This is an optimization exercise on Yosys and OpenROAD, whose aim is small area, not a production implementation. Only simulation tests tie the RTL to the original design; equivalence was not proved. No activity file was given, so power comes from the tool's default toggle rates.

[flow/design.v]
module rc_add #(parameter W = 8) (a, b, ci, s, co);
	input [W-1:0] a, b;
	input ci;
	output [W-1:0] s;
	output co;
	wire [W:0] c;
	assign c[0] = ci;
	genvar i;
	generate for (i = 0; i < W; i = i + 1) begin : bit_
	  assign s[i] = a[i] ^ b[i] ^ c[i];
	  assign c[i+1] = (a[i] & b[i]) | (c[i] & (a[i] ^ b[i]));
	end endgenerate
	assign co = c[W];
endmodule
module rc_inc #(parameter W = 4) (a, ci, s);
	input [W-1:0] a;
	input ci;
	output [W-1:0] s;
	wire [W:0] c;
	assign c[0] = ci;
	genvar i;
	generate for (i = 0; i < W; i = i + 1) begin : bit_
	  assign s[i] = a[i] ^ c[i];
	  assign c[i+1] = a[i] & c[i];
	end endgenerate
endmodule
module rc_dec #(parameter W = 4) (a, s);
	input [W-1:0] a;
	output [W-1:0] s;
	wire [W:0] b;
	assign b[0] = 1'b1;
	genvar i;
	generate for (i = 0; i < W; i = i + 1) begin : bit_
	  assign s[i] = a[i] ^ b[i];
	  assign b[i+1] = ~a[i] & b[i];
	end endgenerate
endmodule
module rc_lt #(parameter W = 8) (a, b, lt);
	input [W-1:0] a, b;
	output lt;
	wire [W:0] l;
	assign l[0] = 1'b0;
	genvar i;
	generate for (i = 0; i < W; i = i + 1) begin : bit_
	  assign l[i+1] = (~a[i] & b[i]) | (~(a[i] ^ b[i]) & l[i]);
	end endgenerate
	assign lt = l[W];
endmodule
module Seven_segment_symbol(Input_to_segment, output_from_segment, Encrypt_on);
   input [3:0] Input_to_segment;
   input Encrypt_on;
   output [6:0] output_from_segment;
   localparam [223:0] SEG_TABLE = 224'b11111111111111111111111111111111111111111100000101000000011101000101011000101110010001101110110110000100101010100001110000011001000011000110000001100010000010000000000011110000000010001001000110010110000010010010011111000000;
   assign output_from_segment = SEG_TABLE[{Encrypt_on, Input_to_segment}*7 +: 7];
endmodule
module seg_p9_e16(Input_to_segment, output_from_segment, Encrypt_on);
   input [3:0] Input_to_segment;
   input Encrypt_on;
   output [6:0] output_from_segment;
   localparam [223:0] SEG_TABLE = 224'b11111111111111111111111111111111111111111100000101000000011101000101011000101110010001101110110110000100101010101111000000001000100000011001011000001001000010000000000011110000000010001001000110010110000010010010011111000000;
   assign output_from_segment = SEG_TABLE[{Encrypt_on, Input_to_segment}*7 +: 7];
endmodule
module seg_p16_e9(Input_to_segment, output_from_segment, Encrypt_on);
   input [3:0] Input_to_segment;
   input Encrypt_on;
   output [6:0] output_from_segment;
   localparam [223:0] SEG_TABLE = 224'b00110101010100100011010001000010110101010000000101000000011101000101011000101110010001101110110110000100101010100001110000011001000011000110000001100010000010000000000011110000000010001001000110010110000010010010011111000000;
   assign output_from_segment = SEG_TABLE[{Encrypt_on, Input_to_segment}*7 +: 7];
endmodule
module seg_p9_b(Input_to_segment, output_from_segment, Encrypt_on);
   input [3:0] Input_to_segment;
   input Encrypt_on;
   output [6:0] output_from_segment;
   localparam [223:0] SEG_TABLE = 224'b11111111111111111111111111111111111111111111111111111111111111111111111111111111111111111111111111111111111111111111000000001000100000011001011000001001000010000000000011110000000010001001000110010110000010010010011111000000;
   assign output_from_segment = SEG_TABLE[{Encrypt_on, Input_to_segment}*7 +: 7];
endmodule
module seg_p16_b(Input_to_segment, output_from_segment, Encrypt_on);
   input [3:0] Input_to_segment;
   input Encrypt_on;
   output [6:0] output_from_segment;
   localparam [223:0] SEG_TABLE = 224'b11111111111111111111111111111111111111111111111111111111111111111111111111111111111111111111111111111111111111110001110000011001000011000110000001100010000010000000000011110000000010001001000110010110000010010010011111000000;
   assign output_from_segment = SEG_TABLE[{Encrypt_on, Input_to_segment}*7 +: 7];
endmodule
module IlluminatiTop(clk, rst, UserIDIn, PwdIn, Game_Load, PlayerTensIn, PlayerUnitsIn, Player_Load_in, RNG_Load_in, Level_Select,
 HEX0, HEX1, HEX2, HEX3, HEX4, HEX5, HEX6, HEX7, RUsrLED, GUsrLED, RPwdLED, GPwdLED, SuccLev2LEDR,
 SuccLev2LEDG, SuccLev3LEDR, SuccLev3LEDG, Level3_Count);
	input clk, rst;
	input[3:0] UserIDIn, PwdIn, PlayerTensIn, PlayerUnitsIn;
	input[1:0] Level_Select;
	input Game_Load, Player_Load_in, RNG_Load_in;
	output[6:0] HEX0, HEX1, HEX2, HEX3, HEX4, HEX5, HEX6, HEX7;
	output RUsrLED, GUsrLED, RPwdLED, GPwdLED, SuccLev2LEDR, SuccLev2LEDG, SuccLev3LEDR,
	SuccLev3LEDG, Level3_Count;
	reg gb_p, gb_w, pb_p, pb_w;
	wire Game_Control = gb_p;
	wire Player_Load = pb_p;
	always @(posedge clk) begin
	  if (rst == 0) begin
	    gb_p <= 0; gb_w <= 0; pb_p <= 0; pb_w <= 0;
	  end else begin
	    gb_p <= ~gb_p & ~gb_w & ~Game_Load;
	    gb_w <= gb_p | (gb_w & ~Game_Load);
	    pb_p <= ~pb_p & ~pb_w & ~Player_Load_in;
	    pb_w <= pb_p | (pb_w & ~Player_Load_in);
	  end
	end
	reg GUsr, GPwd;
	reg [2:0] ac_ph;       
	reg [2:0] uk;          
	reg [3:0] user_disp, pwd_disp;
	wire LogOut;
	reg [2:0] uk_first;
	always @(*) begin
	  case (UserIDIn)
	    4'd8: uk_first = 3'd0;
	    4'd9: uk_first = 3'd1;
	    4'd7: uk_first = 3'd2;
	    4'd5: uk_first = 3'd3;
	    4'd6: uk_first = 3'd4;
	    4'd0: uk_first = 3'd5;
	    default: uk_first = 3'd7;
	  endcase
	end
	reg [3:0] id_digit;
	always @(*) begin
	  case ({uk, ac_ph[1:0]})
	    {3'd0, 2'd1}: id_digit = 4'd0;
	    {3'd0, 2'd2}: id_digit = 4'd4;
	    {3'd0, 2'd3}: id_digit = 4'd6;
	    {3'd1, 2'd1}: id_digit = 4'd1;
	    {3'd1, 2'd2}: id_digit = 4'd1;
	    {3'd1, 2'd3}: id_digit = 4'd1;
	    {3'd2, 2'd1}: id_digit = 4'd2;
	    {3'd2, 2'd2}: id_digit = 4'd3;
	    {3'd2, 2'd3}: id_digit = 4'd1;
	    {3'd3, 2'd1}: id_digit = 4'd4;
	    {3'd3, 2'd2}: id_digit = 4'd2;
	    {3'd3, 2'd3}: id_digit = 4'd1;
	    {3'd4, 2'd1}: id_digit = 4'd9;
	    {3'd4, 2'd2}: id_digit = 4'd4;
	    {3'd4, 2'd3}: id_digit = 4'd3;
	    default: id_digit = 4'd0;
	  endcase
	end
	reg [3:0] pwd_end;
	reg [2:0] uk_inc;
	always @(*) begin
	  case (uk)
	    3'd0: begin pwd_end = 4'd1; uk_inc = 3'd1; end
	    3'd1: begin pwd_end = 4'd2; uk_inc = 3'd2; end
	    3'd2: begin pwd_end = 4'd3; uk_inc = 3'd3; end
	    3'd3: begin pwd_end = 4'd4; uk_inc = 3'd4; end
	    3'd4: begin pwd_end = 4'd5; uk_inc = 3'd5; end
	    3'd5: begin pwd_end = 4'd0; uk_inc = 3'd6; end
	    3'd6: begin pwd_end = 4'd7; uk_inc = 3'd7; end
	    default: begin pwd_end = 4'd8; uk_inc = 3'd0; end
	  endcase
	end
	wire [3:0] pwd_digit = (ac_ph[1:0] == 2'd0 || ac_ph[1:0] == 2'd3) ? pwd_end : 4'd0;
	wire [2:0] ac_target = GUsr ? 3'd1 : uk_inc;
	wire [9:0] wd_cnt;
	wire ac_wait = ~GPwd & (ac_ph == 3'd4);
	wire ac_done = (wd_cnt[3:0] == 4'd0) && (wd_cnt[6:4] == ac_target) && (uk != 3'd7);
	always @(posedge clk) begin
	  if (rst == 0) begin
	    GUsr <= 0; GPwd <= 0; ac_ph <= 0;
	    user_disp <= 4'b1010; pwd_disp <= 4'b0000;
	  end else if (GPwd) begin
	    if (LogOut) begin
	      GUsr <= 0; GPwd <= 0; ac_ph <= 0;
	      user_disp <= 4'b1010; pwd_disp <= 4'b0000;
	    end
	  end else if (ac_ph[2] == 0) begin
	    if (Game_Control) begin
	      ac_ph <= {ac_ph[1] & ac_ph[0], ac_ph[1] ^ ac_ph[0], ~ac_ph[0]};
	      if (!GUsr) begin
	        user_disp <= UserIDIn;
	        if (ac_ph[1:0] == 2'd0) uk <= uk_first;
	        else if (UserIDIn != id_digit) uk <= 3'd7;
	      end else begin
	        if (ac_ph[1:0] == 2'd3) pwd_disp <= PwdIn;
	        if (PwdIn != pwd_digit) uk <= 3'd7;
	      end
	    end
	  end else if (ac_ph[0] == 0) begin
	    if (ac_done) begin
	      if (!GUsr) begin GUsr <= 1; ac_ph <= 3'd5; end
	      else GPwd <= 1;
	    end
	  end else begin
	    ac_ph <= 0;
	  end
	end
	assign GUsrLED = GUsr;
	assign RUsrLED = ~GUsr;
	assign GPwdLED = GPwd;
	assign RPwdLED = ~GPwd;
	parameter WAIT_FOR_ACCESS_GRANT = 0, CHOOSE_LEVEL = 1, LEVEL1 = 2, LEVEL2_TIMER_CONFIG = 3,
	LEVEL2_LOAD_TIMER = 4, LEVEL2_GAME_START = 5, LEVEL2_GAME_GOING_ON = 6, LEVEL2_OVER = 7,
	LEVEL3_TIMER_CONFIG = 8, LEVEL3_LOAD_TIMER = 9, LEVEL3_GAME_START = 10, LEVEL3_GAME_GOING_ON = 11,
	LEVEL3_COUNT = 12, LEVEL3_WAIT = 13, GAME_OVER = 14, CHECK_LEVEL_TRANSITION = 15, PAUSE = 16, RESUME = 17,
	LOGOUT = 18, WAIT_FOR_PASSWORD_ENTER = 19, HIGH_SCORE = 20, GAME_INTERRUPT = 21;
	reg [4:0] state;
	reg RNG_Load_Final, RNG2_Load_Final, Player_Load_Final, Timer_Load, Timer_Enable, WatchDog_Enable;
	reg Clear_Score_Level2, Clear_Score_Level3, L3Count;
	reg [3:0] Digit_FirstRound;
	reg [2:0] Game_Level;
	reg [2:0] Winner_Index;
	reg [4:0] unl2, unl3, done3;            
	reg [7:0] sc2 [0:4];                    
	reg [7:0] sc3 [0:4];                    
	wire WatchDog_TimeOut, Timer_TimeOut;
	wire [3:0] ScoreTens_Level2, ScoreUnits_Level2, ScoreTens_Level3, ScoreUnits_Level3;
	assign LogOut = (state == WAIT_FOR_PASSWORD_ENTER);
	assign Level3_Count = L3Count;
	wire ID_Valid = ~uk[2] | (~uk[1] & ~uk[0]);
	wire cur_unl2 = ID_Valid & unl2[uk];
	wire cur_unl3 = ID_Valid & unl3[uk];
	wire cur_done3 = ID_Valid & done3[uk];
	wire st_l3 = (state == GAME_OVER);
	wire [3:0] st_tens = st_l3 ? ScoreTens_Level3 : ScoreTens_Level2;
	wire [3:0] st_units = st_l3 ? ScoreUnits_Level3 : ScoreUnits_Level2;
	wire [4:0] st_lo;
	wire st_lo_c;
	wire [7:0] st_val;
	wire st_c;
	rc_add #(4) st_add1({st_tens[2:0], 1'b0}, st_units, 1'b0, st_lo[3:0], st_lo_c);
	assign st_lo[4] = st_tens[3] ^ st_lo_c;
	rc_add #(5) st_add2({1'b0, st_tens}, {2'b00, st_tens[3] & st_lo_c, st_lo[4:3]}, 1'b0, st_val[7:3], st_c);
	assign st_val[2:0] = st_lo[2:0];
	reg [2:0] hs_p;                        
	reg [7:0] hs_best;
	reg [2:0] hs_bi;
	reg hs_tie;
	reg [7:0] hs_s2, hs_s3;
	always @(*) begin
	  case (hs_p)
	    3'd0: begin hs_s2 = sc2[0]; hs_s3 = sc3[0]; end
	    3'd1: begin hs_s2 = sc2[1]; hs_s3 = sc3[1]; end
	    3'd2: begin hs_s2 = sc2[2]; hs_s3 = sc3[2]; end
	    3'd3: begin hs_s2 = sc2[3]; hs_s3 = sc3[3]; end
	    default: begin hs_s2 = sc2[4]; hs_s3 = sc3[4]; end
	  endcase
	end
	wire [7:0] hs_tot;
	wire hs_tot_c;
	rc_add #(8) hs_add(hs_s2, hs_s3, 1'b0, hs_tot, hs_tot_c);
	wire hs_gt;
	rc_lt #(8) hs_cmp(hs_best, hs_tot, hs_gt);
	wire hs_eq = (hs_tot == hs_best);
	wire hs_act = ~(hs_p[2] & hs_p[0]);
	wire hs_new = hs_act & (hs_p == 3'd0 || hs_gt);
	wire [7:0] hs_best_n = hs_new ? hs_tot : hs_best;
	wire [2:0] hs_bi_n = hs_new ? hs_p : hs_bi;
	wire hs_tie_n = hs_new ? 1'b0 : (hs_tie | (hs_act & hs_eq));
	wire [2:0] winner = hs_tie_n ? 3'd0 : hs_bi_n;
	always @(posedge clk) begin
	  if (rst == 0 || state == LEVEL2_OVER || state == GAME_OVER)
	    hs_p <= 0;
	  else if (hs_act)
	    hs_p <= {hs_p[1] & hs_p[0], hs_p[1] ^ hs_p[0], ~hs_p[0]} | {hs_p[2], 2'b00};
	  hs_best <= hs_best_n;
	  hs_bi <= hs_bi_n;
	  hs_tie <= hs_tie_n;
	end
	integer i;
	wire [3:0] dfr_inc;
	rc_inc #(4) dfr_add(Digit_FirstRound, 1'b1, dfr_inc);
	always @(posedge clk) begin
	  if (rst == 0) begin
	    RNG_Load_Final <= 1;
	    RNG2_Load_Final <= 1;
	    Player_Load_Final <= 0;
	    Timer_Load <= 0;
	    Timer_Enable <= 0;
	    WatchDog_Enable <= 0;
	    Digit_FirstRound <= 0;
	    Game_Level <= 0;
	    Clear_Score_Level2 <= 0;
	    Clear_Score_Level3 <= 0;
	    state <= WAIT_FOR_ACCESS_GRANT;
	    Winner_Index <= 0;
	    L3Count <= 0;
	    unl2 <= 0; unl3 <= 0; done3 <= 0;
	    for (i = 0; i < 5; i = i + 1) begin sc2[i] <= 0; sc3[i] <= 0; end
	  end else begin
	    case (state)
	      WAIT_FOR_ACCESS_GRANT: begin
	        if (GPwd) state <= CHOOSE_LEVEL;
	      end
	      CHOOSE_LEVEL: begin
	        Game_Level <= 0;
	        Clear_Score_Level3 <= 1;
	        if (Game_Control) begin
	          if (Level_Select == 0) state <= HIGH_SCORE;
	          else if (Level_Select == 1) state <= LEVEL1;
	          else if (Level_Select == 2) state <= cur_unl2 ? LEVEL2_TIMER_CONFIG : LEVEL1;
	          else state <= cur_unl3 ? LEVEL3_TIMER_CONFIG : cur_unl2 ? LEVEL2_TIMER_CONFIG : LEVEL1;
	        end
	      end
	      LEVEL1: begin
	        Game_Level <= 1;
	        RNG_Load_Final <= 1;
	        RNG2_Load_Final <= 1;
	        Player_Load_Final <= 0;
	        WatchDog_Enable <= 1;
	        if (Game_Control) begin
	          WatchDog_Enable <= 0;
	          state <= GAME_INTERRUPT;
	        end else if (Player_Load) begin
	          if (Digit_FirstRound[3] & Digit_FirstRound[0]) begin
	            if (ID_Valid) unl2[uk] <= 1;
	            Digit_FirstRound <= 0;
	          end else
	            Digit_FirstRound <= dfr_inc;
	        end
	      end
	      LEVEL2_TIMER_CONFIG: begin
	        Game_Level <= 2;
	        Timer_Enable <= 0;
	        state <= LEVEL2_LOAD_TIMER;
	      end
	      LEVEL2_LOAD_TIMER: begin
	        Clear_Score_Level2 <= 1;
	        Game_Level <= 2;
	        Timer_Enable <= 0;
	        Timer_Load <= 1;
	        state <= LEVEL2_GAME_START;
	      end
	      LEVEL2_GAME_START: begin
	        Clear_Score_Level2 <= 0;
	        Game_Level <= 2;
	        Timer_Load <= 0;
	        Timer_Enable <= 0;
	        if (Game_Control) state <= LEVEL2_GAME_GOING_ON;
	      end
	      LEVEL2_GAME_GOING_ON: begin
	        Game_Level <= 2;
	        Timer_Enable <= 1;
	        WatchDog_Enable <= 1;
	        if (Game_Control) begin
	          WatchDog_Enable <= 0;
	          state <= GAME_INTERRUPT;
	        end else if (Timer_TimeOut) begin
	          Timer_Enable <= 0;
	          RNG_Load_Final <= 1;
	          RNG2_Load_Final <= 1;
	          Player_Load_Final <= 0;
	          state <= LEVEL2_OVER;
	        end else begin
	          RNG_Load_Final <= RNG_Load_in;
	          RNG2_Load_Final <= 1;
	          Player_Load_Final <= Player_Load;
	        end
	      end
	      LEVEL2_OVER: begin
	        Game_Level <= 2;
	        Timer_Load <= 0;
	        Timer_Enable <= 0;
	        RNG_Load_Final <= 1;
	        RNG2_Load_Final <= 1;
	        Player_Load_Final <= 0;
	        if (ID_Valid) begin
	          unl3[uk] <= 1;
	          sc2[uk] <= st_val;
	        end
	        if (Game_Control) state <= LEVEL3_TIMER_CONFIG;
	      end
	      LEVEL3_TIMER_CONFIG: begin
	        Game_Level <= 3;
	        Clear_Score_Level2 <= 1;
	        Timer_Enable <= 0;
	        state <= LEVEL3_LOAD_TIMER;
	      end
	      LEVEL3_LOAD_TIMER: begin
	        Clear_Score_Level3 <= 1;
	        Game_Level <= 3;
	        Timer_Enable <= 0;
	        Timer_Load <= 1;
	        state <= LEVEL3_GAME_START;
	      end
	      LEVEL3_GAME_START: begin
	        Clear_Score_Level3 <= 0;
	        Game_Level <= 3;
	        Timer_Load <= 0;
	        Timer_Enable <= 0;
	        if (Game_Control) state <= LEVEL3_GAME_GOING_ON;
	      end
	      LEVEL3_GAME_GOING_ON: begin
	        Game_Level <= 3;
	        Timer_Enable <= 1;
	        if (Game_Control) begin
	          WatchDog_Enable <= 0;
	          state <= GAME_INTERRUPT;
	        end else if (Timer_TimeOut) begin
	          Timer_Enable <= 0;
	          RNG_Load_Final <= 1;
	          RNG2_Load_Final <= 1;
	          Player_Load_Final <= 0;
	          state <= GAME_OVER;
	        end else begin
	          if (RNG_Load_in == 0) begin
	            RNG_Load_Final <= L3Count;
	            RNG2_Load_Final <= ~L3Count;
	            state <= LEVEL3_COUNT;
	          end else begin
	            RNG_Load_Final <= 1;
	            RNG2_Load_Final <= 1;
	          end
	          Player_Load_Final <= Player_Load;
	        end
	      end
	      LEVEL3_COUNT: begin
	        Game_Level <= 3;
	        L3Count <= ~L3Count;
	        state <= LEVEL3_WAIT;
	      end
	      LEVEL3_WAIT: begin
	        Game_Level <= 3;
	        if (RNG_Load_in) state <= LEVEL3_GAME_GOING_ON;
	      end
	      GAME_OVER: begin
	        Game_Level <= 3;
	        Timer_Load <= 0;
	        Timer_Enable <= 0;
	        RNG_Load_Final <= 1;
	        Player_Load_Final <= 0;
	        if (ID_Valid) begin
	          done3[uk] <= 1;
	          sc3[uk] <= st_val;
	        end
	        if (Game_Control) state <= CHOOSE_LEVEL;
	      end
	      LOGOUT: begin
	        Timer_Enable <= 0;
	        RNG_Load_Final <= 1;
	        Player_Load_Final <= 0;
	        Timer_Load <= 1;
	        Clear_Score_Level2 <= 1;
	        Clear_Score_Level3 <= 1;
	        state <= WAIT_FOR_PASSWORD_ENTER;
	      end
	      WAIT_FOR_PASSWORD_ENTER: begin
	        Timer_Load <= 0;
	        Timer_Enable <= 0;
	        RNG_Load_Final <= 1;
	        Player_Load_Final <= 0;
	        Clear_Score_Level2 <= 0;
	        Clear_Score_Level3 <= 0;
	        state <= WAIT_FOR_ACCESS_GRANT;
	      end
	      CHECK_LEVEL_TRANSITION: begin
	        Timer_Enable <= 0;
	        RNG_Load_Final <= 1;
	        Player_Load_Final <= 0;
	        WatchDog_Enable <= 0;
	        case (Game_Level)
	          1: state <= cur_unl2 ? LEVEL2_TIMER_CONFIG : LEVEL1;
	          2: state <= cur_unl3 ? LEVEL3_TIMER_CONFIG : LEVEL2_GAME_GOING_ON;
	          3: state <= cur_done3 ? LEVEL1 : LEVEL3_GAME_GOING_ON;
	          default: begin
	            if (!cur_unl2) state <= LEVEL1;
	            else if (!cur_unl3) state <= LEVEL2_TIMER_CONFIG;
	            else if (!cur_done3) state <= LEVEL3_TIMER_CONFIG;
	            else state <= LEVEL1;
	          end
	        endcase
	      end
	      PAUSE: begin
	        Timer_Enable <= 0;
	        WatchDog_Enable <= 1;
	        RNG2_Load_Final <= 1;
	        RNG_Load_Final <= 1;
	        Player_Load_Final <= 0;
	        if (WatchDog_TimeOut) begin
	          WatchDog_Enable <= 0;
	          state <= RESUME;
	        end else if (Game_Control) begin
	          WatchDog_Enable <= 0;
	          state <= LOGOUT;
	        end
	      end
	      RESUME: begin
	        Timer_Enable <= 0;
	        RNG_Load_Final <= 1;
	        RNG2_Load_Final <= 1;
	        Player_Load_Final <= 0;
	        WatchDog_Enable <= 0;
	        if (Game_Control) begin
	          case (Game_Level)
	            2: state <= LEVEL2_GAME_GOING_ON;
	            3: state <= LEVEL3_GAME_GOING_ON;
	            default: state <= LEVEL1;
	          endcase
	        end
	      end
	      HIGH_SCORE: begin
	        Game_Level <= 4;
	        if (Game_Level == 4) Winner_Index <= winner;
	        if (Game_Control) state <= CHOOSE_LEVEL;
	      end
	      GAME_INTERRUPT: begin
	        Timer_Enable <= 0;
	        RNG_Load_Final <= 1;
	        RNG2_Load_Final <= 1;
	        Player_Load_Final <= 0;
	        WatchDog_Enable <= 1;
	        if (WatchDog_TimeOut) begin
	          WatchDog_Enable <= 0;
	          state <= CHECK_LEVEL_TRANSITION;
	        end else if (Game_Control) begin
	          WatchDog_Enable <= 0;
	          state <= PAUSE;
	        end
	      end
	      default: ;
	    endcase
	  end
	end
	reg [1:0] wd_ph;
	reg wd_ms, wd_out;
	reg [9:0] wd_cnt_r;
	wire [9:0] wd_inc;
	rc_inc #(10) wd_add(wd_cnt_r, 1'b1, wd_inc);
	assign wd_cnt = wd_cnt_r;
	assign WatchDog_TimeOut = wd_out;
	always @(posedge clk) begin
	  if (rst == 0) begin
	    wd_ph <= 0; wd_ms <= 0; wd_cnt_r <= 0; wd_out <= 0;
	  end else begin
	    if (WatchDog_Enable) begin
	      wd_ph <= {wd_ph[1] ^ wd_ph[0], ~wd_ph[0]};
	      wd_ms <= (wd_ph == 2'd3);
	      if (wd_ms) begin
	        if (&{wd_cnt_r[9:5], wd_cnt_r[2:0]}) begin wd_out <= 1; wd_cnt_r <= 0; end
	        else begin wd_cnt_r <= wd_inc; wd_out <= 0; end
	      end else
	        wd_out <= 0;
	    end else begin
	      wd_cnt_r <= ac_wait ? wd_inc : 10'd0;
	      wd_out <= 0;
	    end
	  end
	end
	reg [1:0] tm_ph;
	reg tm_ms, tm_sec;
	reg [9:0] tm_cnt;
	wire [9:0] tm_inc;
	rc_inc #(10) tm_add(tm_cnt, 1'b1, tm_inc);
	always @(posedge clk) begin
	  if (rst == 0) begin
	    tm_ph <= 0; tm_ms <= 0; tm_cnt <= 0; tm_sec <= 0;
	  end else begin
	    if (Timer_Enable) begin
	      tm_ph <= {tm_ph[1] ^ tm_ph[0], ~tm_ph[0]};
	      tm_ms <= (tm_ph == 2'd3);
	    end
	    if (tm_ms) begin
	      if (&{tm_cnt[9:5], tm_cnt[2:0]}) begin tm_sec <= 1; tm_cnt <= 0; end
	      else begin tm_cnt <= tm_inc; tm_sec <= 0; end
	    end else
	      tm_sec <= 0;
	  end
	end
	reg [3:0] du, dt;
	wire [3:0] du_dec, dt_dec;
	rc_dec #(4) du_sub(du, du_dec);
	rc_dec #(4) dt_sub(dt, dt_dec);
	reg du_br, du_to, dt_to;
	assign Timer_TimeOut = du_to;
	always @(posedge clk) begin
	  if (rst == 0) begin
	    du <= 0; du_br <= 0; du_to <= 0; dt <= 0; dt_to <= 0;
	  end else if (Timer_Load) begin
	    du <= 0; du_br <= 0; du_to <= 0;
	    dt <= (state == LEVEL2_GAME_START) ? 4'd9 : 4'd6;
	    dt_to <= 0;
	  end else begin
	    if (tm_sec) begin
	      if (du == 0) begin
	        if (!dt_to) begin du <= 9; du_to <= 0; du_br <= 1; end
	        else begin du_br <= 0; du_to <= 1; end
	      end else begin
	        du <= du_dec;
	        du_to <= (du == 1) & dt_to;
	        du_br <= 0;
	      end
	    end else begin
	      du_br <= 0;
	      if (dt_to && du == 0) du_to <= 1;
	    end
	    if (du_br) begin
	      if (dt[3:1] == 0) begin dt <= 0; dt_to <= 1; end
	      else begin dt <= dt_dec; dt_to <= 0; end
	    end else if (dt == 0)
	      dt_to <= 1;
	  end
	end
	reg [3:0] rc1, rc2;
	reg rl1, rl2;
	wire [3:0] rc1_inc, rc2_inc;
	rc_inc #(4) rc1_add(rc1, 1'b1, rc1_inc);
	rc_inc #(4) rc2_add(rc2, 1'b1, rc2_inc);
	wire [3:0] RNG1 = rl1 ? rc1 : 4'd0;
	wire [3:0] RNG2 = rl2 ? rc2 : 4'd0;
	always @(posedge clk) begin
	  rl1 <= RNG_Load_Final;
	  rl2 <= RNG2_Load_Final;
	  if (rst == 0) begin
	    rc1 <= 0; rc2 <= 0;
	  end else begin
	    if (!RNG_Load_Final) rc1 <= (rc1[3] & rc1[0]) ? 4'd0 : rc1_inc;
	    if (!RNG2_Load_Final) rc2 <= (rc2[3] & rc2[0]) ? 4'd0 : rc2_inc;
	  end
	end
	reg [3:0] PlayerTensDisp, PlayerUnitsDisp;
	always @(posedge clk) begin
	  if (rst == 0) begin
	    PlayerTensDisp <= 0; PlayerUnitsDisp <= 0;
	  end else if (Player_Load_Final) begin
	    PlayerTensDisp <= PlayerTensIn; PlayerUnitsDisp <= PlayerUnitsIn;
	  end
	end
	reg s2_cal, s2_wait;
	reg [3:0] sc2_t, sc2_u;
	reg l2r, l2g;
	wire [3:0] sc2_t_inc, sc2_u_inc;
	rc_inc #(4) sc2t_add(sc2_t, 1'b1, sc2_t_inc);
	rc_inc #(4) sc2u_add(sc2_u, 1'b1, sc2_u_inc);
	assign ScoreTens_Level2 = sc2_t;
	assign ScoreUnits_Level2 = sc2_u;
	assign SuccLev2LEDR = l2r;
	assign SuccLev2LEDG = l2g;
	wire m2 = (PlayerUnitsIn == RNG1);
	always @(posedge clk) begin
	  if (rst == 0 || Clear_Score_Level2) begin
	    if (rst == 0) begin s2_cal <= 0; s2_wait <= 0; end
	    sc2_t <= 0; sc2_u <= 0; l2r <= 0; l2g <= 0;
	  end else begin
	    s2_cal <= ~s2_cal & ~s2_wait & Player_Load;
	    s2_wait <= (s2_cal & m2) | (s2_wait & RNG_Load_Final);
	    if (s2_cal) begin
	      l2r <= ~m2;
	      l2g <= m2;
	      if (m2) begin
	        if (sc2_u[3] & sc2_u[0]) begin sc2_u <= 0; sc2_t <= sc2_t_inc; end
	        else sc2_u <= sc2_u_inc;
	      end
	    end
	  end
	end
	reg [1:0] s3;
	reg [3:0] sc3_t, sc3_u;
	reg vflag;
	wire [3:0] sc3_t_inc, sc3_u_inc;
	rc_inc #(4) sc3t_add(sc3_t, 1'b1, sc3_t_inc);
	rc_inc #(4) sc3u_add(sc3_u, 1'b1, sc3_u_inc);
	assign ScoreTens_Level3 = sc3_t;
	assign ScoreUnits_Level3 = sc3_u;
	assign SuccLev3LEDR = ~vflag;
	assign SuccLev3LEDG = vflag;
	wire [4:0] rsum;
	rc_add #(4) rsum_add(RNG1, RNG2, 1'b0, rsum[3:0], rsum[4]);
	wire rge10 = rsum[4] | (rsum[3] & (rsum[2] | rsum[1]));
	wire [3:0] rones;
	wire rones_c;
	rc_add #(4) rones_add(rsum[3:0], {1'b0, rge10, rge10, 1'b0}, 1'b0, rones, rones_c);
	wire m3 = (PlayerUnitsIn == rones) && (PlayerTensIn == {3'b000, rge10});
	always @(posedge clk) begin
	  if (rst == 0 || Clear_Score_Level3) begin
	    if (rst == 0) s3 <= 0;
	    sc3_t <= 0; sc3_u <= 0; vflag <= 0;
	  end else begin
	    case (s3)
	      2'd0: if (Player_Load_Final) s3 <= 2'd1;
	      2'd1: begin
	        vflag <= m3;
	        if (m3) begin
	          if (sc3_u[3] & sc3_u[0]) begin sc3_u <= 0; sc3_t <= sc3_t_inc; end
	          else sc3_u <= sc3_u_inc;
	          s3 <= 2'd2;
	        end else
	          s3 <= 2'd0;
	      end
	      2'd2: begin vflag <= 0; if (!RNG_Load_Final) s3 <= 2'd3; end
	      2'd3: begin vflag <= 0; if (!RNG2_Load_Final) s3 <= 2'd0; end
	    endcase
	  end
	end
	wire A = GPwd;
	wire L4 = Game_Level[2];
	wire L3 = Game_Level[1] & Game_Level[0];
	wire L2 = Game_Level[1] & ~Game_Level[0];
	wire L1 = ~Game_Level[1] & Game_Level[0];
	wire L0 = ~Game_Level[2] & ~Game_Level[1] & ~Game_Level[0];
	wire [3:0] n0 = L2 ? sc2_u : sc3_u;
	wire [3:0] n1 = L2 ? sc2_t : sc3_t;
	wire [3:0] n2 = L3 ? PlayerUnitsDisp : sc2_u;
	wire [3:0] n3 = L1 ? Digit_FirstRound : L2 ? RNG1 : L3 ? PlayerTensDisp : sc2_t;
	wire [3:0] n4 = ~A ? user_disp : L1 ? Digit_FirstRound : L2 ? PlayerUnitsDisp : L3 ? RNG2 : {1'b0, Winner_Index};
	wire [3:0] n5 = (A & L3) ? RNG1 : pwd_disp;
	wire sh01 = A & ~L1 & ~L0;
	wire sh2 = A & (L3 | L4);
	wire sh3 = A & ~L0;
	wire [6:0] h4, h5;
	seg_p9_b SSD1(dt, HEX7, 1'b0);
	seg_p9_b SSD2(du, HEX6, 1'b0);
	seg_p16_e9 SSD3(n5, h5, A & L3);
	seg_p16_e9 SSD4(n4, h4, A & L3);
	Seven_segment_symbol SSD5(sh3 ? n3 : 4'hf, HEX3, ~L4 | ~sh3);
	seg_p9_e16 SSD6(sh2 ? n2 : 4'hf, HEX2, L3 | ~sh2);
	seg_p16_b SSD7(n1, HEX1, ~sh01);
	seg_p9_b SSD8(n0, HEX0, ~sh01);
	assign HEX4 = (A & L0) ? 7'h7f : h4;
	assign HEX5 = (A & L4) ? 7'h7f : h5;
endmodule
[flow/flow/run.sh]
#!/bin/bash
# Own layout flow: the standard synthesis, then the combinational logic between
# the registers is mapped again by ABC for area (registers, their names and
# cell types are kept as the standard synthesis made them), then the standard
# ORFS layout with small port buffers and a lean clock tree.
set -euo pipefail
WORK=$(pwd)
FLOWDIR=$WORK/flow
RES=$WORK/orfs/results/$FLOW_PLATFORM/IlluminatiTop/base
LIB=$FLOW_HOME/platforms/$FLOW_PLATFORM/lib/sky130_fd_sc_hd__tt_025C_1v80.lib
YOSYS=$FLOW_HOME/../tools/install/yosys/bin/yosys
[ -x "$YOSYS" ] || YOSYS=yosys

# 1. standard synthesis
bash standard.sh synth > $WORK/flow_synth.log 2>&1

# 2. remap the combinational logic
cp $RES/1_2_yosys.v $WORK/std_synth.v
DU=$(sed -n '/^export DONT_USE_CELLS/,/^$/p' $FLOW_HOME/platforms/$FLOW_PLATFORM/config.mk | grep -oE 'sky130_fd_sc_hd__[A-Za-z0-9_]+' | sed 's/^/-dont_use /' | tr '\n' ' ')
FFS=$(grep -oE 'sky130_fd_sc_hd__(e?s?df|dl)[A-Za-z0-9_]+' $WORK/std_synth.v | sort -u | tr '\n' ' ')
cat > $WORK/remap.ys <<EOT
read_liberty -ignore_miss_func $LIB
$( [ -n "$FFS" ] && echo "blackbox $FFS" )
read_verilog $WORK/std_synth.v
hierarchy -top $FLOW_TOP
flatten
opt -purge
abc -liberty $LIB $DU -script $FLOWDIR/remap.abc
opt_clean -purge
hilomap -singleton -hicell sky130_fd_sc_hd__conb_1 HI -locell sky130_fd_sc_hd__conb_1 LO
insbuf -buf sky130_fd_sc_hd__buf_4 A X
splitnets
opt_clean -purge
stat -liberty $LIB
write_verilog -noattr -nohex -nodec $WORK/remap.v
EOT
$YOSYS -l $WORK/flow_remap.log -s $WORK/remap.ys > /dev/null 2>&1
cp $WORK/remap.v $RES/1_2_yosys.v
rm -f $RES/1_synth.odb $RES/1_synth.sdc

# 3. layout
bash standard.sh \
  "BUFFER_PORTS_ARGS=-buffer_cell sky130_fd_sc_hd__buf_1" \
  "CTS_ARGS=-sink_clustering_enable -repair_clock_nets -sink_clustering_size 16 -sink_clustering_max_diameter 60 -buf_list sky130_fd_sc_hd__clkbuf_8 -dont_use_dummy_load" \
  finish > $WORK/flow_layout.log 2>&1
[flow/flow/remap.abc]
strash; &get -n; &deepsyn -T 60; &put; strash; &get -n; &dch -f; &nf -R 1000; &put
[flow/standard.sh]
#!/bin/bash
# synth_recipe.tcl (not shown) runs the flow's synth.tcl, then flattens the netlist and writes it again
# the make line also repeats each setting of config.mk as NAME=value (left out here)
make -C /OpenROAD-flow-scripts/flow DESIGN_CONFIG=/design/flow/config.mk WORK_HOME=/design/flow/orfs CLKGATE_MAP_FILE= SYNTH_SCRIPT=/design/flow/synth_recipe.tcl "${@:-finish}"
[flow/config.mk]
export PLATFORM = sky130hd
export DESIGN_NAME = IlluminatiTop
export DESIGN_NICKNAME = IlluminatiTop
export VERILOG_FILES = /design/flow/design.v
export SDC_FILE = /design/flow/constraint.sdc
export NUM_CORES = 4
export LEC_CHECK = 0
export ABC_AREA = 1
export CAP_MARGIN = 20
export CORE_MARGIN = 2
export CORE_UTILIZATION = 40
export SLEW_MARGIN = 20
[flow/constraint.sdc]
create_clock -name core_clock -period 8.0 [get_ports {clk}]
set_input_delay 1.6000 -clock core_clock [delete_from_list [all_inputs] [get_ports {clk}]]
set_output_delay 1.6000 -clock core_clock [all_outputs]
set_load 0.01 [all_outputs]
==> out/metrics.yaml, run 1 <==
slew_headroom_pct: 31.5
comb_power_share_pct: 27.6
seq_area_um2: 5640
grt-ovfl-total: 0
grt_pass1_wl_um: 55700
maxCapViolations: 0
routed_wl_um: 35200
cts_setup_buffers: 0
dp_hpwl_um: 26500
cpMostUsedCell: "nor2_1"
syn_inst: 1458
crit_required_ps: 6400
grt_setup_unrepaired: "no"
switching_share_pct: 35.8
path_buf_inv: 2
synth_area_per_cell_um2: 8.33
dieArea_um2: 31800
antenna_found_initial: 0
drt_pre_antenna_iters: 6
critical_path_peak_fanout: 23
criticalPathCategory: "flop to primary output"
end_kind: "primary output"
post-route-util_pct: 44.9
peakVddDrop_v: 0.000125
cts.sinks: 234
clk_path_buf_depth: 3
slowest_stage: "dfxtp_1"
hold_violations: 0
htreeDepth: 1
ios: 88
fp-row-count: 63
seq_power_share_pct: 50.3
drcViolationCount: 0
viasPerCell: 5.79
drt.antenna.violating_nets: 0
gp_congestion: 0.940
worst_slack_ps: 2010
powerDensity_nw_per_um2: 223
critPathLaunchType: "flop"
maxSlewViolCount: 0
crit_chain: "clkinv_1 > nor2_1 > nor2_1 > nor2_1 > nand2_1 > or3_1 > o21ai_0 > o22ai_1 > nor2_1 > nor3_1 > o21ai_0 > a21oi_1 > buf_1"
cp_top_family: "simple AND/OR/NAND/NOR gates"
syn_to_final_growth_pct: 10.2
io_buffers: 87
tightest_slew_ps: 1020
num_antenna_cells: 0
die_y_um: 178
place_ws_ps: 2300
num_vias: 11400
ys_warn_count: 1
cts-root-buf: "clkbuf_8"
cp_slowest_stage_delay_ps: 810
hold_buffers: 0
max_freq_mhz: 167
worstHoldPathType: "flop to flop"
status: "no timing/DRC/antenna violations"
p_leak_nw: 4.61
worstPathArrival_ps: 4390
multiInputGateArea_um2: 6360
wl_per_cell_um: 17.9
p_switching_w: 0.00107
layout-drive-gt1-share_pct: 2.47
fin_nets: 1605
core_um2: 29800
clock_skew_ps: 57.0
synth_area_um2: 12100
clk-insertion-delay-late_ps: 560
track_usage_pct: 21.9
dpl_cell_area_um2: 13000
grt_start_max_net_pins: 68
min_period_over_period_pct: 74.8
fillers: 3033
cts-resized-gates: 0
cts.reportedPaths.clkPinSlew_ps: 100
finalSetupTns_ps: 0
setup_viol: 0
drt-initial-drc-count: 912
cts-buffers-inserted: 24
layout_min_cycle_time_ps: 5990
initial_core_util_pct: 40.7
cts_tree: "yes"
finalInstanceArea_um2: 13400
die_w_um: 178
final_cells: 1970
grt_pass1_vias: 10300
p_int_w: 0.00192
syn_nets: 1481
clock_power_share_pct: 22.1
dp_cells: 1946
## path summary, 6_finish.rpt
| path | from | to | slack (ps) | cells past startpoint |
|---|---|---|---|---|
| setup / recovery | GPwd | HEX2[2] | 2010 | 13 |
| hold / removal | gb_w | gb_p | 380 | 1 |
| setup reg to reg | hs_p[2] | Winner_Index[1] | 2210 | 22 |
| hold reg to reg | gb_w | gb_p | 380 | 1 |
## metal layers
layer  track usage, %  vias to the layer above  share of wire, %
li1                 -                     5546                 -
met2             35.4                      389                46
met3             2.58                       82               5.8
met4             6.57                        0               3.3
met1             30.9                     5394                45
met5                0                        -                 0
## metrics by stage
| step | hold WS [ps] | total power (W) |
|---|---|---|
| 6_report | 383 | 0.00298 |
| 4_1_cts | 385 | 0.00299 |
| 3_5_place_dp | 414 | 0.00234 |
| 3_3_place_gp | 407 | 0.00234 |
| 2_1_floorplan | 372 | 0.00208 |
| 5_1_grt | 410 | 0.00316 |
## registers in the layout (all words and copies together), names as in the netlist, 5 cells and up
name	flops
sc3	40
state	5
wd_cnt_r	10
hs_best	8
done3	5
unl3	5
unl2	5
tm_cnt	10
sc2	40
## worst reg2reg max path: cells and delay by family (launching register included)
kind                     cells  cell delay (ps)
AO/OA/AOI/OAI                8             1510
XOR/XNOR                     1              240
adder cells (fa/ha/maj)      1              400
buffers and inverters        1              300
flip-flops                   1              580
AND/OR/NAND/NOR             11             2640
## cell type report
cell class                      instances  share of cell area [%]
Multi-Input combinational cell       1185                    47.5
Sequential cell                       234                    42.1
Tap cell                              390                    3.65
Timing Repair Buffer                   98                    3.10
Clock buffer                           24                    2.47
Inverter                               39                    1.09
## cells in the final DEF, fill, tap and decap left out, drive strengths merged, types with 11 or more instances in the layout
master and instances:
a21oi 78, a222oi 13, a22o 19, a22oi 19, a31oi 25, and2 26, and3 26, buf 97
clkbuf 25, clkinv 39, dfxtp 139, edfxtp 95, mux2i 12, nand2 240, nand2b 32, nand3 53
nand4 14, nor2 270, nor2b 13, nor3 54, nor4 11, o211ai 11, o21ai 82, or2 14
or3 11, xnor2 28, xor2 19
## power groups by stage
| stage | Clock, W | Combinational, W | Sequential, W |
|---|---|---|---|
| 3_3_place_gp | 0 | 0.000810 | 0.00153 |
| 5_1_grt | 0.000719 | 0.000920 | 0.00152 |
| 4_1_cts | 0.000675 | 0.000815 | 0.00150 |
| 2_1_floorplan | 0 | 0.000607 | 0.00147 |
| 6_report | 0.000658 | 0.000824 | 0.00150 |
| 3_5_place_dp | 0 | 0.000811 | 0.00153 |
==> run 2, diff against run 1 <==
--- a/flow/design.v
+++ b/flow/design.v
@@ -195,11 +195,7 @@
 	assign RUsrLED = ~GUsr;
 	assign GPwdLED = GPwd;
 	assign RPwdLED = ~GPwd;
-	parameter WAIT_FOR_ACCESS_GRANT = 0, CHOOSE_LEVEL = 1, LEVEL1 = 2, LEVEL2_TIMER_CONFIG = 3,
-	LEVEL2_LOAD_TIMER = 4, LEVEL2_GAME_START = 5, LEVEL2_GAME_GOING_ON = 6, LEVEL2_OVER = 7,
-	LEVEL3_TIMER_CONFIG = 8, LEVEL3_LOAD_TIMER = 9, LEVEL3_GAME_START = 10, LEVEL3_GAME_GOING_ON = 11,
-	LEVEL3_COUNT = 12, LEVEL3_WAIT = 13, GAME_OVER = 14, CHECK_LEVEL_TRANSITION = 15, PAUSE = 16, RESUME = 17,
-	LOGOUT = 18, WAIT_FOR_PASSWORD_ENTER = 19, HIGH_SCORE = 20, GAME_INTERRUPT = 21;
+	parameter WAIT_FOR_ACCESS_GRANT = 0, CHOOSE_LEVEL = 1, LEVEL1 = 2, LEVEL2_TIMER_CONFIG = 3, LEVEL2_LOAD_TIMER = 4, LEVEL2_GAME_START = 5, LEVEL2_GAME_GOING_ON = 10, LEVEL2_OVER = 7, LEVEL3_TIMER_CONFIG = 8, LEVEL3_LOAD_TIMER = 9, LEVEL3_GAME_START = 6, LEVEL3_GAME_GOING_ON = 11, LEVEL3_COUNT = 13, LEVEL3_WAIT = 12, GAME_OVER = 14, CHECK_LEVEL_TRANSITION = 15, PAUSE = 16, RESUME = 17, LOGOUT = 18, WAIT_FOR_PASSWORD_ENTER = 19, HIGH_SCORE = 20, GAME_INTERRUPT = 21;
 	reg [4:0] state;
 	reg RNG_Load_Final, RNG2_Load_Final, Player_Load_Final, Timer_Load, Timer_Enable, WatchDog_Enable;
 	reg Clear_Score_Level2, Clear_Score_Level3, L3Count;
--- a/flow/flow/run.sh
+++ b/flow/flow/run.sh
@@ -1,8 +1,9 @@
 #!/bin/bash
 # Own layout flow: the standard synthesis, then the combinational logic between
 # the registers is mapped again by ABC for area (registers, their names and
-# cell types are kept as the standard synthesis made them), then the standard
-# ORFS layout with small port buffers and a lean clock tree.
+# cell types are kept as the standard synthesis made them; a few ABC runs with
+# different seeds, the smallest result is kept), then the standard ORFS layout
+# with small port buffers and a lean clock tree.
 set -euo pipefail
 WORK=$(pwd)
 FLOWDIR=$WORK/flow
@@ -18,25 +19,40 @@
 cp $RES/1_2_yosys.v $WORK/std_synth.v
 DU=$(sed -n '/^export DONT_USE_CELLS/,/^$/p' $FLOW_HOME/platforms/$FLOW_PLATFORM/config.mk | grep -oE 'sky130_fd_sc_hd__[A-Za-z0-9_]+' | sed 's/^/-dont_use /' | tr '\n' ' ')
 FFS=$(grep -oE 'sky130_fd_sc_hd__(e?s?df|dl)[A-Za-z0-9_]+' $WORK/std_synth.v | sort -u | tr '\n' ' ')
-cat > $WORK/remap.ys <<EOT
+BB=""
+[ -n "$FFS" ] && BB="blackbox $FFS"
+for v in 0 3 5 nf; do
+cat > $WORK/remap_$v.ys <<EOT
 read_liberty -ignore_miss_func $LIB
-$( [ -n "$FFS" ] && echo "blackbox $FFS" )
+$BB
 read_verilog $WORK/std_synth.v
 hierarchy -top $FLOW_TOP
 flatten
 opt -purge
-abc -liberty $LIB $DU -script $FLOWDIR/remap.abc
+abc -liberty $LIB $DU -script $FLOWDIR/remap$v.abc
 opt_clean -purge
 hilomap -singleton -hicell sky130_fd_sc_hd__conb_1 HI -locell sky130_fd_sc_hd__conb_1 LO
 insbuf -buf sky130_fd_sc_hd__buf_4 A X
 splitnets
 opt_clean -purge
 stat -liberty $LIB
-write_verilog -noattr -nohex -nodec $WORK/remap.v
+write_verilog -noattr -nohex -nodec $WORK/remap_$v.v
 EOT
-$YOSYS -l $WORK/flow_remap.log -s $WORK/remap.ys > /dev/null 2>&1
-cp $WORK/remap.v $RES/1_2_yosys.v
-rm -f $RES/1_synth.odb $RES/1_synth.sdc
+( $YOSYS -l $WORK/flow_remap_$v.log -s $WORK/remap_$v.ys > /dev/null 2>&1 || true ) &
+done
+wait
+best=""; besta=""
+for v in 0 3 5 nf; do
+  a=$(grep -oE "Chip area for module '[^']*': [0-9.]+" $WORK/flow_remap_$v.log 2>/dev/null | grep -oE '[0-9.]+$' || true)
+  [ -n "$a" ] && [ -s $WORK/remap_$v.v ] || continue
+  echo "remap $v: $a" >> $WORK/flow_remap_choice.log
+  if [ -z "$best" ] || awk "BEGIN{exit !($a < $besta)}"; then best=$v; besta=$a; fi
+done
+echo "chosen: $best ($besta)" >> $WORK/flow_remap_choice.log
+if [ -n "$best" ]; then
+  cp $WORK/remap_$best.v $RES/1_2_yosys.v
+  rm -f $RES/1_synth.odb $RES/1_synth.sdc
+fi
 
 # 3. layout
 bash standard.sh \
==> flow/flow/remap0.abc (new file) <==
strash; &get -n; &deepsyn -T 60 -S 0; &put; strash; dch -f; amap
==> flow/flow/remap3.abc (new file) <==
strash; &get -n; &deepsyn -T 60 -S 3; &put; strash; dch -f; amap
==> flow/flow/remap5.abc (new file) <==
strash; &get -n; &deepsyn -T 60 -S 5; &put; strash; dch -f; amap
==> flow/flow/remapnf.abc (new file) <==
strash; &get -n; &deepsyn -T 60; &put; strash; &get -n; &dch -f; &nf -R 1000; &put
removed: flow/flow/remap.abc
==> out/metrics.yaml, run 2 <==
num_vias: 11100  # was 11,400
slowest_stage: "dfxtp_1"  # unchanged
synth_area_um2: 12000  # was 12,100 µm²
end_kind: "flop"  # was primary output
crit_chain: "nor2b_1 > and2_0 > a222oi_1 > and3_1 > or2_0 > maj3_1 > o22ai_1 > nand2_1 > o21ai_0 > maj3_1 > maj3_1 > maj3_1 > xnor2_1 > a22oi_1 > o21a_1 > nor3_1 > nor2_1 > nor2_1 > clkinv_1 > nor2_1 > or2_0 > o31ai_1"  # was clkinv_1 > nor2_1 > nor2_1 > nor2_1 > nand2_1 > or3_1 > o21ai_0 > o22ai_1 > nor2_1 > nor3_1 > o21ai_0 > a21oi_1 > buf_1
layout-drive-gt1-share_pct: 2.27  # was 2.47%
critical_path_peak_fanout: 22  # was 23
maxCapViolations: 0  # unchanged
p_int_w: 0.00167  # was 0.00192 W
drt-initial-drc-count: 1237  # was 912
die_y_um: 177  # was 178 µm
drt.antenna.violating_nets: 0  # unchanged
top_layer: "met4"  # unchanged
cts-buffers-inserted: 22  # was 24
cp_top_family: "simple AND/OR/NAND/NOR gates"  # unchanged
setup_viol: 0  # unchanged
grt_pass1_wl_um: 53800  # was 55,700 µm
dp_hpwl_um: 25000  # was 26,500 µm
min_period_over_period_pct: 76.2  # was 74.8%
layout_min_cycle_time_ps: 6100  # was 5990 ps
ys_warn_count: 1  # unchanged
clock_power_share_pct: 27.6  # was 22.1%
core_um2: 29600  # was 29,800 µm²
hold_buffers: 0  # unchanged
maxSlewViolCount: 0  # unchanged
switching_share_pct: 26.3  # was 35.8%
hold_start: "RNG2_Load_Final"  # was gb_w
antenna_found_initial: 0  # unchanged
routed_wl_um: 33800  # was 35,200 µm
viasPerCell: 5.73  # was 5.79
reg2reg_depth: 22  # unchanged
r2r-start: "hs_p[2]"  # unchanged
hold_depth: 0  # was 1
syn_nets: 1444  # was 1,481
worstPathArrival_ps: 6520  # was 4390 ps
hold_slack_ps: 398  # was 383 ps
p_leak_nw: 4.47  # was 4.61 nW
p_switching_w: 0.000594  # was 0.00107 W
ios: 88  # unchanged
fp-row-count: 63  # unchanged
die_w_um: 177  # was 178 µm
mostFrequentLayoutCell: "nor2_1"  # unchanged
slew_headroom_pct: 35.2  # was 31.5%
io_buffers: 87  # unchanged
comb_power_share_pct: 12.7  # was 27.6%
path_buf_inv: 1  # was 2
cts_tree: "yes"  # unchanged
syn_inst: 1421  # was 1,458
dieArea_um2: 31300  # was 31,800 µm²
worstHoldPathType: "flop to flop"  # unchanged
htreeDepth: 1  # unchanged
syn_to_final_growth_pct: 10.1  # was 10.2%
drcViolationCount: 0  # unchanged
hold_path_end: "rl2"  # was gb_p
drt-met1-wl_um: 15600  # was 15,900 µm
wl_per_cell_um: 17.5  # was 17.9 µm
track_usage_pct: 21.4  # was 21.9%
seq_power_share_pct: 59.8  # was 50.3%
peakVddDrop_v: 0.0000967  # was 0.000125 V
crit_required_ps: 8420  # was 6400 ps
cp_slowest_stage_delay_ps: 810  # about the same
finalSetupTns_ps: 0  # unchanged
grt_start_max_net_pins: 53  # was 68
cts-root-buf: "clkbuf_8"  # unchanged
initial_core_util_pct: 40.5  # was 40.7%
tightest_slew_ps: 963  # was 1020 ps
hold_violations: 0  # unchanged
grt_pass1_vias: 10000  # was 10,300
wl_met2_um: 14900  # was 16,100 µm
fillers: 2963  # was 3,033
top_regs: "sc2: 40 flops, sc3: 40 flops"  # unchanged
drt_pre_antenna_iters: 7  # was 6
cpMostUsedCell: "maj3_1"  # was nor2_1
criticalPathCategory: "flop to flop"  # was flop to primary output
rrSetupSlack_ps: 1900  # was 2210 ps
fin_nets: 1567  # was 1,605
clk_path_buf_depth: 3  # unchanged
critPathLaunchType: "flop"  # unchanged
cts-resized-gates: 0  # unchanged
synth_area_per_cell_um2: 8.43  # was 8.33 µm²
grt-ovfl-total: 0  # unchanged
final_cell_mix: "nor2_1, nand2_1, dfxtp_1"  # unchanged
max_freq_mhz: 164  # was 167 MHz
powerDensity_nw_per_um2: 172  # was 223 nW/µm²
grt_setup_unrepaired: "no"  # unchanged
clock_skew_ps: 53.0  # was 57.0 ps
clk-insertion-delay-late_ps: 530  # was 560 ps
gp_congestion: 0.952  # was 0.940
cts.reportedPaths.clkPinSlew_ps: 90  # was 100 ps
status: "no timing/DRC/antenna violations"  # unchanged
met3WireLength_um: 2270  # was 2050 µm
cts.sinks: 234  # unchanged
cts_setup_buffers: 0  # unchanged
num_antenna_cells: 0  # unchanged
timing.rr.end: "Winner_Index[2]"  # was Winner_Index[1]
-- run 2: changes by cell type in the layout (fill, tap and decap cells not counted), moves of 6 or more --
cell and change:
a21oi_1 +11, a31oi_1 -6, clkinv_1 +7, nand2_1 -13
nand2b_1 -8, nand4_1 -6, nor2_1 -39, nor2b_1 +8
nor3_1 +6, o2111ai_1 +6, o22ai_1 +9
-- run 2: per-stage QoR --
step	worst slack, ps	power [W]	area [µm²]	instances	util [%]
3_5_place_dp	1920	0.00167	12900	1910	43.6
4_1_cts	1880	0.00228	13200	1932	44.6
3_3_place_gp	2140	0.00166	12900	1910	43.6
2_1_floorplan	2750	0.00158	12000	1421	-
6_report	1900	0.00226	13200	1932	44.6
5_1_grt	1260	0.00237	13200	1932	44.6
-- run 2: power by group through the flow --
stage	logic (W)	registers [W]	clock network [W]
global route	0.000329	0.00136	0.000681
global placement	0.000283	0.00138	0
finish	0.000287	0.00135	0.000623
detailed placement	0.000288	0.00138	0
CTS	0.000288	0.00135	0.000639
floorplan	0.000221	0.00136	0
-- run 2: area by class of cell --
| class | instances | area [µm²] | area share (%) |
|---|---|---|---|
| multi-input combinational | 1141 | 6160 | 46.8 |
| sequential | 234 | 5640 | 42.8 |
| tap | 390 | 488 | 3.70 |
| timing repair buffer | 99 | 418 | 3.17 |
| clock buffer | 22 | 303 | 2.30 |
| inverter | 46 | 173 | 1.31 |
-- run 2: routing by layer --
metal  vias to the layer above  track usage, %
li1                       5451               -
met4                         0            5.72
met3                        72            3.16
met5                         -               0
met2                       408            33.7
met1                      5133            30.7
-- run 2: worst max-delay path by stage --
| stage | from | cells after the start | endpoint | slack [ps] |
|---|---|---|---|---|
| 2_1_floorplan | hs_p[2] | 20 | Winner_Index[2] | 2750 |
| 3_3_place_gp | hs_p[2] | 22 | Winner_Index[2] | 2140 |
| 3_5_place_dp | hs_p[2] | 22 | Winner_Index[2] | 1920 |
| 4_1_cts | hs_p[2] | 22 | Winner_Index[2] | 1880 |
| 5_1_grt | hs_p[2] | 22 | Winner_Index[0] | 1260 |
| 6_report | hs_p[2] | 22 | Winner_Index[2] | 1900 |
==> run 3, diff against run 2 <==
--- a/flow/design.v
+++ b/flow/design.v
@@ -203,8 +203,6 @@
 	reg [2:0] Game_Level;
 	reg [2:0] Winner_Index;
 	reg [4:0] unl2, unl3, done3;            
-	reg [7:0] sc2 [0:4];                    
-	reg [7:0] sc3 [0:4];                    
 	wire WatchDog_TimeOut, Timer_TimeOut;
 	wire [3:0] ScoreTens_Level2, ScoreUnits_Level2, ScoreTens_Level3, ScoreUnits_Level3;
 	assign LogOut = (state == WAIT_FOR_PASSWORD_ENTER);
@@ -224,6 +222,21 @@
 	assign st_lo[4] = st_tens[3] ^ st_lo_c;
 	rc_add #(5) st_add2({1'b0, st_tens}, {2'b00, st_tens[3] & st_lo_c, st_lo[4:3]}, 1'b0, st_val[7:3], st_c);
 	assign st_val[2:0] = st_lo[2:0];
+	wire [7:0] st_d = st_val & {8{rst}};
+	wire wr2 = (state == LEVEL2_OVER) & ID_Valid;
+	wire wr3 = (state == GAME_OVER) & ID_Valid;
+	wire [7:0] sc2 [0:4];
+	wire [7:0] sc3 [0:4];
+	genvar gi;
+	generate for (gi = 0; gi < 5; gi = gi + 1) begin : score_table
+	  reg [7:0] s2, s3;
+	  always @(posedge clk) begin
+	    if (~rst | (wr2 & (uk == gi))) s2 <= st_d;
+	    if (~rst | (wr3 & (uk == gi))) s3 <= st_d;
+	  end
+	  assign sc2[gi] = s2;
+	  assign sc3[gi] = s3;
+	end endgenerate
 	reg [2:0] hs_p;                        
 	reg [7:0] hs_best;
 	reg [2:0] hs_bi;
@@ -260,8 +273,12 @@
 	  hs_tie <= hs_tie_n;
 	end
 	integer i;
+	wire dfr_step = (state == LEVEL1) & ~Game_Control & Player_Load;
+	wire dfr_wrap = dfr_step & Digit_FirstRound[3] & Digit_FirstRound[0];
 	wire [3:0] dfr_inc;
-	rc_inc #(4) dfr_add(Digit_FirstRound, 1'b1, dfr_inc);
+	rc_inc #(4) dfr_add(Digit_FirstRound, dfr_step, dfr_inc);
+	always @(posedge clk)
+	  Digit_FirstRound <= (rst == 0 || dfr_wrap) ? 4'd0 : dfr_inc;
 	always @(posedge clk) begin
 	  if (rst == 0) begin
 	    RNG_Load_Final <= 1;
@@ -270,7 +287,6 @@
 	    Timer_Load <= 0;
 	    Timer_Enable <= 0;
 	    WatchDog_Enable <= 0;
-	    Digit_FirstRound <= 0;
 	    Game_Level <= 0;
 	    Clear_Score_Level2 <= 0;
 	    Clear_Score_Level3 <= 0;
@@ -278,7 +294,6 @@
 	    Winner_Index <= 0;
 	    L3Count <= 0;
 	    unl2 <= 0; unl3 <= 0; done3 <= 0;
-	    for (i = 0; i < 5; i = i + 1) begin sc2[i] <= 0; sc3[i] <= 0; end
 	  end else begin
 	    case (state)
 	      WAIT_FOR_ACCESS_GRANT: begin
@@ -306,9 +321,7 @@
 	        end else if (Player_Load) begin
 	          if (Digit_FirstRound[3] & Digit_FirstRound[0]) begin
 	            if (ID_Valid) unl2[uk] <= 1;
-	            Digit_FirstRound <= 0;
-	          end else
-	            Digit_FirstRound <= dfr_inc;
+	          end
 	        end
 	      end
 	      LEVEL2_TIMER_CONFIG: begin
@@ -358,7 +371,6 @@
 	        Player_Load_Final <= 0;
 	        if (ID_Valid) begin
 	          unl3[uk] <= 1;
-	          sc2[uk] <= st_val;
 	        end
 	        if (Game_Control) state <= LEVEL3_TIMER_CONFIG;
 	      end
@@ -423,7 +435,6 @@
 	        Player_Load_Final <= 0;
 	        if (ID_Valid) begin
 	          done3[uk] <= 1;
-	          sc3[uk] <= st_val;
 	        end
 	        if (Game_Control) state <= CHOOSE_LEVEL;
 	      end
@@ -450,17 +461,9 @@
 	        RNG_Load_Final <= 1;
 	        Player_Load_Final <= 0;
 	        WatchDog_Enable <= 0;
-	        case (Game_Level)
-	          1: state <= cur_unl2 ? LEVEL2_TIMER_CONFIG : LEVEL1;
-	          2: state <= cur_unl3 ? LEVEL3_TIMER_CONFIG : LEVEL2_GAME_GOING_ON;
-	          3: state <= cur_done3 ? LEVEL1 : LEVEL3_GAME_GOING_ON;
-	          default: begin
-	            if (!cur_unl2) state <= LEVEL1;
-	            else if (!cur_unl3) state <= LEVEL2_TIMER_CONFIG;
-	            else if (!cur_done3) state <= LEVEL3_TIMER_CONFIG;
-	            else state <= LEVEL1;
-	          end
-	        endcase
+	        if (!Game_Level[1]) state <= cur_unl2 ? LEVEL2_TIMER_CONFIG : LEVEL1;
+	        else if (!Game_Level[0]) state <= cur_unl3 ? LEVEL3_TIMER_CONFIG : LEVEL2_GAME_GOING_ON;
+	        else state <= cur_done3 ? LEVEL1 : LEVEL3_GAME_GOING_ON;
 	      end
 	      PAUSE: begin
 	        Timer_Enable <= 0;
@@ -483,11 +486,9 @@
 	        Player_Load_Final <= 0;
 	        WatchDog_Enable <= 0;
 	        if (Game_Control) begin
-	          case (Game_Level)
-	            2: state <= LEVEL2_GAME_GOING_ON;
-	            3: state <= LEVEL3_GAME_GOING_ON;
-	            default: state <= LEVEL1;
-	          endcase
+	          if (!Game_Level[1]) state <= LEVEL1;
+	          else if (!Game_Level[0]) state <= LEVEL2_GAME_GOING_ON;
+	          else state <= LEVEL3_GAME_GOING_ON;
 	        end
 	      end
 	      HIGH_SCORE: begin
@@ -517,32 +518,30 @@
 	reg wd_ms, wd_out;
 	reg [9:0] wd_cnt_r;
 	wire [9:0] wd_inc;
-	rc_inc #(10) wd_add(wd_cnt_r, 1'b1, wd_inc);
 	assign wd_cnt = wd_cnt_r;
 	assign WatchDog_TimeOut = wd_out;
 	always @(posedge clk) begin
 	  if (rst == 0) begin
-	    wd_ph <= 0; wd_ms <= 0; wd_cnt_r <= 0; wd_out <= 0;
-	  end else begin
-	    if (WatchDog_Enable) begin
-	      wd_ph <= {wd_ph[1] ^ wd_ph[0], ~wd_ph[0]};
-	      wd_ms <= (wd_ph == 2'd3);
-	      if (wd_ms) begin
-	        if (&{wd_cnt_r[9:5], wd_cnt_r[2:0]}) begin wd_out <= 1; wd_cnt_r <= 0; end
-	        else begin wd_cnt_r <= wd_inc; wd_out <= 0; end
-	      end else
-	        wd_out <= 0;
-	    end else begin
-	      wd_cnt_r <= ac_wait ? wd_inc : 10'd0;
-	      wd_out <= 0;
-	    end
+	    wd_ph <= 0; wd_ms <= 0;
+	  end else if (WatchDog_Enable) begin
+	    wd_ph <= {wd_ph[1] ^ wd_ph[0], ~wd_ph[0]};
+	    wd_ms <= (wd_ph == 2'd3);
 	  end
 	end
+	wire wd_term = &{wd_cnt_r[9:5], wd_cnt_r[2:0]};
+	wire wd_step = WatchDog_Enable ? wd_ms : ac_wait;
+	wire wd_clr = WatchDog_Enable ? (wd_ms & wd_term) : ~ac_wait;
+	rc_inc #(10) wd_add(wd_cnt_r, wd_step, wd_inc);
+	always @(posedge clk) begin
+	  wd_cnt_r <= wd_clr ? 10'd0 : wd_inc;
+	  wd_out <= WatchDog_Enable & wd_ms & wd_term;
+	end
 	reg [1:0] tm_ph;
 	reg tm_ms, tm_sec;
 	reg [9:0] tm_cnt;
 	wire [9:0] tm_inc;
-	rc_inc #(10) tm_add(tm_cnt, 1'b1, tm_inc);
+	rc_inc #(10) tm_add(tm_cnt, tm_ms, tm_inc);
+	wire tm_term = &{tm_cnt[9:5], tm_cnt[2:0]};
 	always @(posedge clk) begin
 	  if (rst == 0) begin
 	    tm_ph <= 0; tm_ms <= 0; tm_cnt <= 0; tm_sec <= 0;
@@ -551,11 +550,8 @@
 	      tm_ph <= {tm_ph[1] ^ tm_ph[0], ~tm_ph[0]};
 	      tm_ms <= (tm_ph == 2'd3);
 	    end
-	    if (tm_ms) begin
-	      if (&{tm_cnt[9:5], tm_cnt[2:0]}) begin tm_sec <= 1; tm_cnt <= 0; end
-	      else begin tm_cnt <= tm_inc; tm_sec <= 0; end
-	    end else
-	      tm_sec <= 0;
+	    tm_cnt <= (tm_ms & tm_term) ? 10'd0 : tm_inc;
+	    tm_sec <= tm_ms & tm_term;
 	  end
 	end
 	reg [3:0] du, dt;
--- a/flow/config.mk
+++ b/flow/config.mk
@@ -8,5 +8,5 @@
 export ABC_AREA = 1
 export CAP_MARGIN = 20
 export CORE_MARGIN = 2
-export CORE_UTILIZATION = 40
+export CORE_UTILIZATION = 65
 export SLEW_MARGIN = 20
==> out/metrics.yaml, run 3 <==
met2_usage_pct: 52.0  # was 33.7%
mostFrequentLayoutCell: "nor2_1"  # unchanged
num_antenna_cells: 0  # unchanged
drt-initial-drc-count: 992  # was 1,237
core_um2: 17800  # was 29,600 µm²
syn_to_final_growth_pct: 9.08  # was 10.1%
crit_cells: 14  # was 22
cts.sinks: 234  # unchanged
finalInstanceArea_um2: 12800  # was 13,200 µm²
criticalPathCategory: "flop to primary output"  # was flop to flop
path_buf_inv: 6  # was 1
htreeDepth: 1  # unchanged
cts_setup_buffers: 0  # unchanged
drt_pre_antenna_iters: 6  # was 7
io_buffers: 87  # unchanged
drcViolationCount: 0  # unchanged
worstHoldPathType: "flop to flop"  # unchanged
slew_headroom_pct: 30.4  # was 35.2%
max_freq_mhz: 161  # was 164 MHz
fin_nets: 1607  # was 1,567
grt_use_met3_pct: 4.05  # was 3.16%
grt_start_max_net_pins: 48  # was 53
syn_nets: 1478  # was 1,444
grt-ovfl-total: 0  # unchanged
track_usage_pct: 31.3  # was 21.4%
syn_inst: 1455  # was 1,421
clk-insertion-delay-late_ps: 530  # about the same
status: "no timing/DRC/antenna violations"  # unchanged
grt_pass1_vias: 10500  # was 10,000
critical_path_peak_fanout: 13  # was 22
cts-resized-gates: 0  # unchanged
final_cell_mix: "nor2_1, clkinv_1, dfxtp_1"  # was nor2_1, nand2_1, dfxtp_1
slowest_stage: "nor2_1"  # was dfxtp_1
clk_path_buf_depth: 3  # unchanged
num_vias: 11400  # was 11,100
fillers: 1442  # was 2,963
busiest_layer: "met2"  # unchanged
cts_tree: "yes"  # unchanged
layout_min_cycle_time_ps: 6210  # was 6100 ps
clock_skew_ps: 58.5  # was 53.0 ps
ys_warn_count: 1  # unchanged
dpl_cell_area_um2: 12500  # was 12,900 µm²
hold_depth: 1  # was 0
die_y_um: 138  # was 177 µm
cp_slowest_stage_delay_ps: 700  # was 810 ps
finalSetupTns_ps: 0  # unchanged
dp_hpwl_um: 23300  # was 25,000 µm
cts.reportedPaths.clkPinSlew_ps: 100  # was 90 ps
min_period_over_period_pct: 77.7  # was 76.2%
p_leak_nw: 4.24  # was 4.47 nW
cts-root-buf: "clkbuf_8"  # unchanged
ios: 88  # unchanged
grt_pass1_wl_um: 50100  # was 53,800 µm
end_kind: "primary output"  # was flop
initial_core_util_pct: 65.7  # was 40.5%
fp-row-count: 49  # was 63
crit_chain: "clkinv_1 > nor2_1 > buf_4 > clkinv_1 > nor2_1 > clkinv_1 > o22ai_1 > clkinv_1 > nor2_1 > a31oi_1 > a211oi_1 > nor2_1 > o21ai_0 > buf_1"  # was nor2b_1 > and2_0 > a222oi_1 > and3_1 > or2_0 > maj3_1 > o22ai_1 > nand2_1 > o21ai_0 > maj3_1 > maj3_1 > maj3_1 > xnor2_1 > a22oi_1 > o21a_1 > nor3_1 > nor2_1 > nor2_1 > clkinv_1 > nor2_1 > or2_0 > o31ai_1
routed_wl_um: 31200  # was 33,800 µm
hold_violations: 0  # unchanged
use_met1_pct: 41.8  # was 30.7%
critPathLaunchType: "flop"  # unchanged
worstPathArrival_ps: 4610  # was 6520 ps
antenna_found_initial: 0  # unchanged
gp_congestion: 0.995  # was 0.952
maxCapViolations: 0  # unchanged
drt.antenna.violating_nets: 0  # unchanged
reg2reg_depth: 33  # was 22
die_w_um: 138  # was 177 µm
wl_per_cell_um: 17.2  # was 17.5 µm
hold_buffers: 0  # unchanged
peakVddDrop_v: 0.000148  # was 0.0000967 V
-- run 3: layout make-up --
cell class | instances | area [µm²] | share of cell area, %
multi-input combinational | 1011 | 5330 | 41.7
timing repair buffer | 107 | 477 | 3.73
inverter | 210 | 788 | 6.16
clock buffer | 20 | 275 | 2.15
tap | 229 | 287 | 2.24
sequential | 234 | 5640 | 44.1
-- run 3: metal layers --
layer  wire [µm]  part of all wire [%]
met5           0                     0
met4        1120                   3.6
met3        2310                   7.4
met2       14700                    47
met1       13100                    42
-- run 3: report_power, final --
| part | internal [W] | switching, W |
|---|---|---|
| Combinational | 0.000260 | 0.000567 |
| Sequential | 0.00136 | 0.0000908 |
| Clock | 0.000225 | 0.000363 |
-- run 3: final timing paths --
check,from,end,slack [ps]
worst max-delay path,Game_Level[1],HEX5[0],1790
worst min-delay path,gb_w,gb_p,410
worst max register to register,hs_p[0],Winner_Index[0],2340
worst min register to register,gb_w,gb_p,410
-- run 3: through the flow --
step                      total power, W  worst slack, ps  hold WS (ps)  utilization (%)  cells
after floorplan                  0.00203             2830           377                -   1455
after global placement           0.00226             2640           397             70.1   1791
after detailed placement         0.00228             2460           404             70.1   1791
after CTS                        0.00285             1870           411             71.6   1811
after global routing             0.00302             1290           431             71.7   1811
final                            0.00286             1790           411             71.7   1811

Check on run 3: ideal ports give 1.787 ns setup slack; a clkbuf_16 on the clock port and buf_2 on the inputs give 1.748 ns; moving port delays by the midpoint clock arrival (0.542 ns) as well gives 2.291 ns.
